From an optimization exercise on the open Yosys and OpenROAD flow, aimed at small area; shortcuts taken in it are not production practice. The RTL was checked by simulation tests, not by an equivalence proof against the original design. Power figures rest on the tool's default switching activity, not on a simulated workload.

## umber
==> flow/design.v <==
module fifo1(input clk, rst, sft_rst, read_enb, write_enb, lfd_state,
             input [7:0] data_in,
             output reg [7:0] data_out,
             output empty, full);
reg [8:0] mem [0:15];
reg [4:0] w_ptr, r_ptr;
reg wrapped;
reg [5:0] temp;   
wire temp_zero = &temp;
wire rd = !empty && read_enb;
wire we = write_enb && !full;
reg [15:0] sel;
reg [8:0] rdata;
integer i;
always @(*) begin
        rdata = 9'b0;
        for (i = 0; i < 16; i = i + 1) begin
                sel[i] = (r_ptr[3:0] == i) && (wrapped || w_ptr[3:0] > i);
                rdata = rdata | ({9{sel[i]}} & mem[i]);
        end
end
always @(posedge clk)
        if (we)
                mem[w_ptr[3:0]] <= {lfd_state, data_in};
always @(posedge clk)
        if (!rst || sft_rst) begin
                w_ptr <= 5'b0;
                wrapped <= 1'b0;
        end else if (we) begin
                w_ptr <= w_ptr + 1'b1;
                if (w_ptr[3:0] == 4'hf)
                        wrapped <= 1'b1;
        end
always @(posedge clk)
        if (!rst)
                r_ptr <= 5'b0;
        else if (rd)
                r_ptr <= r_ptr + 1'b1;
always @(posedge clk)
        if (!rst)
                data_out <= 8'b0;
        else if (rd)
                data_out <= rdata[7:0];
        else if (sft_rst || temp_zero)
                data_out <= 8'b0;
always @(posedge clk)
        if (!rst || sft_rst)
                temp <= 6'h3f;
        else if (rd) begin
                if (rdata[8])
                        temp <= rdata[7:2];
                else if (!temp_zero)
                        temp <= temp - 1'b1;
        end
assign full = (w_ptr == 5'd16) && (r_ptr == 5'd0);
assign empty = (r_ptr == w_ptr);
endmodule
module Synchronizer(input rst, clk, detect_add,
                    read_enb_0, read_enb_1, read_enb_2,
                    full_0, full_1, full_2,
                    empty_0, empty_1, empty_2,
                    write_enb_reg,
                    input [1:0] data_in,
                    output vld_out_0, vld_out_1, vld_out_2,
                    output sft_rst_0, sft_rst_1, sft_rst_2,
                    output fifo_full,
                    output [2:0] write_enb);
reg [1:0] address;
always @(posedge clk)
        if (!rst)
                address <= 2'b00;
        else if (detect_add)
                address <= data_in;
assign write_enb = write_enb_reg ? {address == 2'd2, address == 2'd1, address == 2'd0} : 3'b000;
assign fifo_full = (address == 2'd0 && full_0) || (address == 2'd1 && full_1) || (address == 2'd2 && full_2);
assign vld_out_0 = ~empty_0;
assign vld_out_1 = ~empty_1;
assign vld_out_2 = ~empty_2;
timeout t0(.clk(clk), .rst(rst), .vld(vld_out_0), .read_enb(read_enb_0), .sft_rst(sft_rst_0));
timeout t1(.clk(clk), .rst(rst), .vld(vld_out_1), .read_enb(read_enb_1), .sft_rst(sft_rst_1));
timeout t2(.clk(clk), .rst(rst), .vld(vld_out_2), .read_enb(read_enb_2), .sft_rst(sft_rst_2));
endmodule
module timeout(input clk, rst, vld, read_enb, output reg sft_rst);
reg [4:0] count;
always @(posedge clk)
        if (!rst || !vld || read_enb) begin
                count <= 5'd0;
                sft_rst <= 1'b0;
        end else if (count == 5'b11000) begin
                count <= 5'd0;
                sft_rst <= 1'b1;
        end else
                count <= {count[3:0], ~(count[4] ^ count[2])};
endmodule
module fsm(input clk, rst, pkt_valid, parity_done,
           sft_rst_0, sft_rst_1, sft_rst_2,
           fifo_full,
           fifo_empty_0, fifo_empty_1, fifo_empty_2,
           input [1:0] data_in,
           output busy, detect_add, ld_state, laf_state, write_enb_reg, lfd_state);
localparam decoder_address    = 3'b000,
           load_data          = 3'b001,
           load_first_data    = 3'b010,
           load_parity        = 3'b011,
           wait_till_empty    = 3'b100,
           load_after_full    = 3'b101,
           check_parity_error = 3'b110,
           fifo_full_state    = 3'b111;
reg [2:0] state, next_state;
wire addr_ok = (data_in != 2'd3);
wire dest_empty = (data_in == 2'd0 && fifo_empty_0) ||
                  (data_in == 2'd1 && fifo_empty_1) ||
                  (data_in == 2'd2 && fifo_empty_2);
always @(posedge clk)
        if (!rst || sft_rst_0 || sft_rst_1 || sft_rst_2)
                state <= decoder_address;
        else
                state <= next_state;
always @(*) begin
        case (state)
        decoder_address:    next_state = (pkt_valid && addr_ok) ? (dest_empty ? load_first_data : wait_till_empty) : decoder_address;
        load_first_data:    next_state = load_data;
        wait_till_empty:    next_state = dest_empty ? load_first_data : wait_till_empty;
        load_data:          next_state = fifo_full ? fifo_full_state : (pkt_valid ? load_data : load_parity);
        load_parity:        next_state = check_parity_error;
        check_parity_error: next_state = fifo_full ? fifo_full_state : decoder_address;
        fifo_full_state:    next_state = fifo_full ? fifo_full_state : load_after_full;
        default:            next_state = parity_done ? decoder_address : load_data;  
        endcase
end
assign busy = state[2] | state[1];
assign detect_add = (state == decoder_address);
assign ld_state = (state == load_data);
assign laf_state = (state == load_after_full);
assign lfd_state = (state == load_first_data);
assign write_enb_reg = (state == load_data) || (state == load_parity) || (state == load_after_full);
endmodule
module register(input clk, rst, pkt_valid, fifo_full, detect_add, ld_state, laf_state,
                input [7:0] data_in,
                output reg parity_done, err,
                output reg [7:0] dout);
reg [7:0] full_state_byte;
reg [7:0] parity;
always @(posedge clk)
        if (!rst)
                dout <= 8'b0;
        else if (detect_add || (ld_state && !fifo_full))
                dout <= data_in;
        else if (laf_state)
                dout <= full_state_byte;
always @(posedge clk)
        if (!rst)
                full_state_byte <= 8'b0;
        else if (ld_state)
                full_state_byte <= data_in;
always @(posedge clk)
        if (detect_add)
                parity <= data_in;
        else if (ld_state && (pkt_valid || !fifo_full))
                parity <= parity ^ data_in;
always @(posedge clk)
        if (!rst)
                parity_done <= 1'b0;
        else if (ld_state && !fifo_full && !pkt_valid)
                parity_done <= 1'b1;
        else if (detect_add)
                parity_done <= 1'b0;
always @(posedge clk)
        if (!rst)
                err <= 1'b0;
        else if (parity_done)
                err <= (parity != 8'b0);
endmodule
module router(input clk, rst,
              read_enb_0, read_enb_1, read_enb_2, pkt_valid,
              input [7:0] data_in,
              output vld_out_0, vld_out_1, vld_out_2, err, busy,
              output [7:0] data_out_0, data_out_1, data_out_2);
wire [2:0] write_enb;
wire [7:0] dout;
wire sft_rst_0, sft_rst_1, sft_rst_2;
wire fifo_empty_0, fifo_empty_1, fifo_empty_2;
wire full_0, full_1, full_2, fifo_full;
wire detect_add, ld_state, laf_state, write_enb_reg, lfd_state, parity_done;
reg lfd_t;
always @(posedge clk)
        lfd_t <= lfd_state;
fifo1 F0(.clk(clk), .rst(rst), .write_enb(write_enb[0]), .sft_rst(sft_rst_0), .read_enb(read_enb_0),
         .data_in(dout), .lfd_state(lfd_t), .empty(fifo_empty_0), .data_out(data_out_0), .full(full_0));
fifo1 F1(.clk(clk), .rst(rst), .write_enb(write_enb[1]), .sft_rst(sft_rst_1), .read_enb(read_enb_1),
         .data_in(dout), .lfd_state(lfd_t), .empty(fifo_empty_1), .data_out(data_out_1), .full(full_1));
fifo1 F2(.clk(clk), .rst(rst), .write_enb(write_enb[2]), .sft_rst(sft_rst_2), .read_enb(read_enb_2),
         .data_in(dout), .lfd_state(lfd_t), .empty(fifo_empty_2), .data_out(data_out_2), .full(full_2));
Synchronizer synch1(.detect_add(detect_add), .data_in(data_in[1:0]), .clk(clk), .rst(rst),
                    .write_enb_reg(write_enb_reg),
                    .read_enb_0(read_enb_0), .read_enb_1(read_enb_1), .read_enb_2(read_enb_2),
                    .empty_0(fifo_empty_0), .empty_1(fifo_empty_1), .empty_2(fifo_empty_2),
                    .full_0(full_0), .full_1(full_1), .full_2(full_2),
                    .vld_out_0(vld_out_0), .vld_out_1(vld_out_1), .vld_out_2(vld_out_2),
                    .sft_rst_0(sft_rst_0), .sft_rst_1(sft_rst_1), .sft_rst_2(sft_rst_2),
                    .fifo_full(fifo_full), .write_enb(write_enb));
fsm fsm1(.clk(clk), .rst(rst), .pkt_valid(pkt_valid), .parity_done(parity_done),
         .sft_rst_0(sft_rst_0), .sft_rst_1(sft_rst_1), .sft_rst_2(sft_rst_2),
         .fifo_full(fifo_full),
         .fifo_empty_0(fifo_empty_0), .fifo_empty_1(fifo_empty_1), .fifo_empty_2(fifo_empty_2),
         .data_in(data_in[1:0]),
         .busy(busy), .detect_add(detect_add), .ld_state(ld_state), .laf_state(laf_state),
         .write_enb_reg(write_enb_reg), .lfd_state(lfd_state));
register r1(.clk(clk), .rst(rst), .pkt_valid(pkt_valid), .fifo_full(fifo_full),
            .detect_add(detect_add), .ld_state(ld_state), .laf_state(laf_state),
            .data_in(data_in), .parity_done(parity_done), .err(err), .dout(dout));
endmodule
Settings: LEC_CHECK=0, CAP_MARGIN=0, CORE_MARGIN=2, CORE_UTILIZATION=80, SLEW_MARGIN=0; clock period 5.0 ns.
standard.sh (not shown) runs the stock make flow with config.mk's settings and CLKGATE_MAP_FILE= SYNTH_SCRIPT=/design/flow/synth_recipe.tcl, a recipe that flattens the netlist after the stock synthesis.
==> flow/flow/run.sh <==
#!/bin/bash
# Layout flow: the standard synthesis, its combinational logic re-mapped for
# area, then the standard layout steps with a leaner clock tree (clkbuf_8
# only, no dummy loads) and buf_1 cells as the port buffers.
# The re-mapping avoids the cells in dont_use.txt: the platform's don't-use
# cells and weak NOR-type and _0 cells, which placement would otherwise
# buffer to meet slew limits.
set -euo pipefail
here=$(pwd)
flowdir=$here/flow
res=$here/orfs/results/$FLOW_PLATFORM/router/base
lib=$FLOW_HOME/platforms/$FLOW_PLATFORM/lib/sky130_fd_sc_hd__tt_025C_1v80.lib
YOSYS=$(command -v yosys || echo /OpenROAD-flow-scripts/tools/install/yosys/bin/yosys)

export CTS_ARGS="-sink_clustering_enable -repair_clock_nets -dont_use_dummy_load -buf_list sky130_fd_sc_hd__clkbuf_8 -sink_clustering_size 24 -sink_clustering_max_diameter 40"
export BUFFER_PORTS_ARGS="-buffer_cell sky130_fd_sc_hd__buf_1"

# 1. standard synthesis
bash standard.sh synth > synth_standard.log 2>&1

# 2. re-map the combinational logic
dont_use=""
for c in $(cat "$flowdir/dont_use.txt"); do dont_use="$dont_use -dont_use $c"; done
python3 "$flowdir/genmodels.py" "$lib" "$here/comb_models.v" > genmodels.log 2>&1
cp "$res/1_2_yosys.v" "$here/1_2_yosys.standard.v"
sed -e "s#@LIB@#$lib#g" -e "s#@MODELS@#$here/comb_models.v#" \
    -e "s#@NETLIST_IN@#$here/1_2_yosys.standard.v#" -e "s#@NETLIST_OUT@#$here/1_2_yosys.resynth.v#" \
    -e "s#@TOP@#$FLOW_TOP#" -e "s#@ABC_SCRIPT@#$flowdir/area.abc#" -e "s#@DONT_USE@#$dont_use#" \
    "$flowdir/resynth.ys.in" > resynth.ys
"$YOSYS" -s resynth.ys > resynth.log 2>&1
cp "$here/1_2_yosys.resynth.v" "$res/1_2_yosys.v"
rm -f "$res/1_synth.odb" "$res/1_synth.sdc"

# 3. the rest of the standard layout
bash standard.sh > layout_standard.log 2>&1
Other scripts of this flow, unchanged in this note and not shown: flow/flow/area.abc, flow/flow/dont_use.txt, flow/flow/genmodels.py, flow/flow/resynth.ys.in
Here is what was changed in the inputs of pepper compared with umber.
# umber
export LEC_CHECK = 0
export CAP_MARGIN = 0
export CORE_MARGIN = 2
export CORE_UTILIZATION = 80
export SLEW_MARGIN = 0
create_clock -name core_clock -period 5.0 [get_ports {clk}]
# pepper
export LEC_CHECK = 0
export CAP_MARGIN = 0
export CORE_MARGIN = 2
export CORE_UTILIZATION = 60
export SLEW_MARGIN = 0
create_clock -name core_clock -period 5.0 [get_ports {clk}]
-- flow/flow/run.sh --
<<< umber, line 5
# The re-mapping avoids the cells in dont_use.txt: the platform's don't-use
# cells and weak NOR-type and _0 cells, which placement would otherwise
# buffer to meet slew limits.
>>> pepper, line 5
<<< umber, line 15
export CTS_ARGS="-sink_clustering_enable -repair_clock_nets -dont_use_dummy_load -buf_list sky130_fd_sc_hd__clkbuf_8 -sink_clustering_size 24 -sink_clustering_max_diameter 40"
>>> pepper, line 12
export CTS_ARGS="-sink_clustering_enable -repair_clock_nets -dont_use_dummy_load -buf_list sky130_fd_sc_hd__clkbuf_8 -sink_clustering_size 20 -sink_clustering_max_diameter 50"
==> notes.md <==
- Compared with umber, pepper shows a lower critical path depth.
- pepper vs. umber: via count went down 1054, period utilization moved down, worst setup slack climbed 0.060 ns, combinational power moved down.
- First-pass iteration count of the detailed router: pepper < umber
- Every stage of the flow completed for umber, and the final layout passed the timing, design-rule and antenna checks.
- The flow did not stop early for pepper: all stages ran, and the layout cleared the timing, design-rule and antenna checks.
- Cell area | pepper vs umber | pepper larger

[afterwards: timing with drivers on the ports]
The flow's constraints put no driver on any port. The routed layouts listed below were extracted and timed again, unchanged, in two steps. Step 1: set_driving_cell puts a clkbuf_16 on clk and a buf_2 on each other input, an assumption about the parent block. Step 2 adds t to the input delays and takes it off the output delays; t is the mean of the earliest and latest rising clock arrival at the registers after step 1. Input paths then give back, and output paths get back, about the clock's delay inside the block. a / b / c = no drivers / after step 1 / after step 2; a / b = the first two.
| run | shift t [ns] | setup WS [ns] | worst setup path after step 2 | worst slew at a driven data input, ns |
|---|---|---|---|---|
| umber | 0.606 | 1.713 / 1.713 / 1.567 | input to register | 0.08 |
| pepper | 0.619 | 1.773 / 1.773 / 1.759 | input to register | 0.04 |
After both steps setup and hold are still met in every run listed. For umber, which loses most, drivers alone change the setup slack by 0.000 ns; drivers and shift together by -0.146 ns.
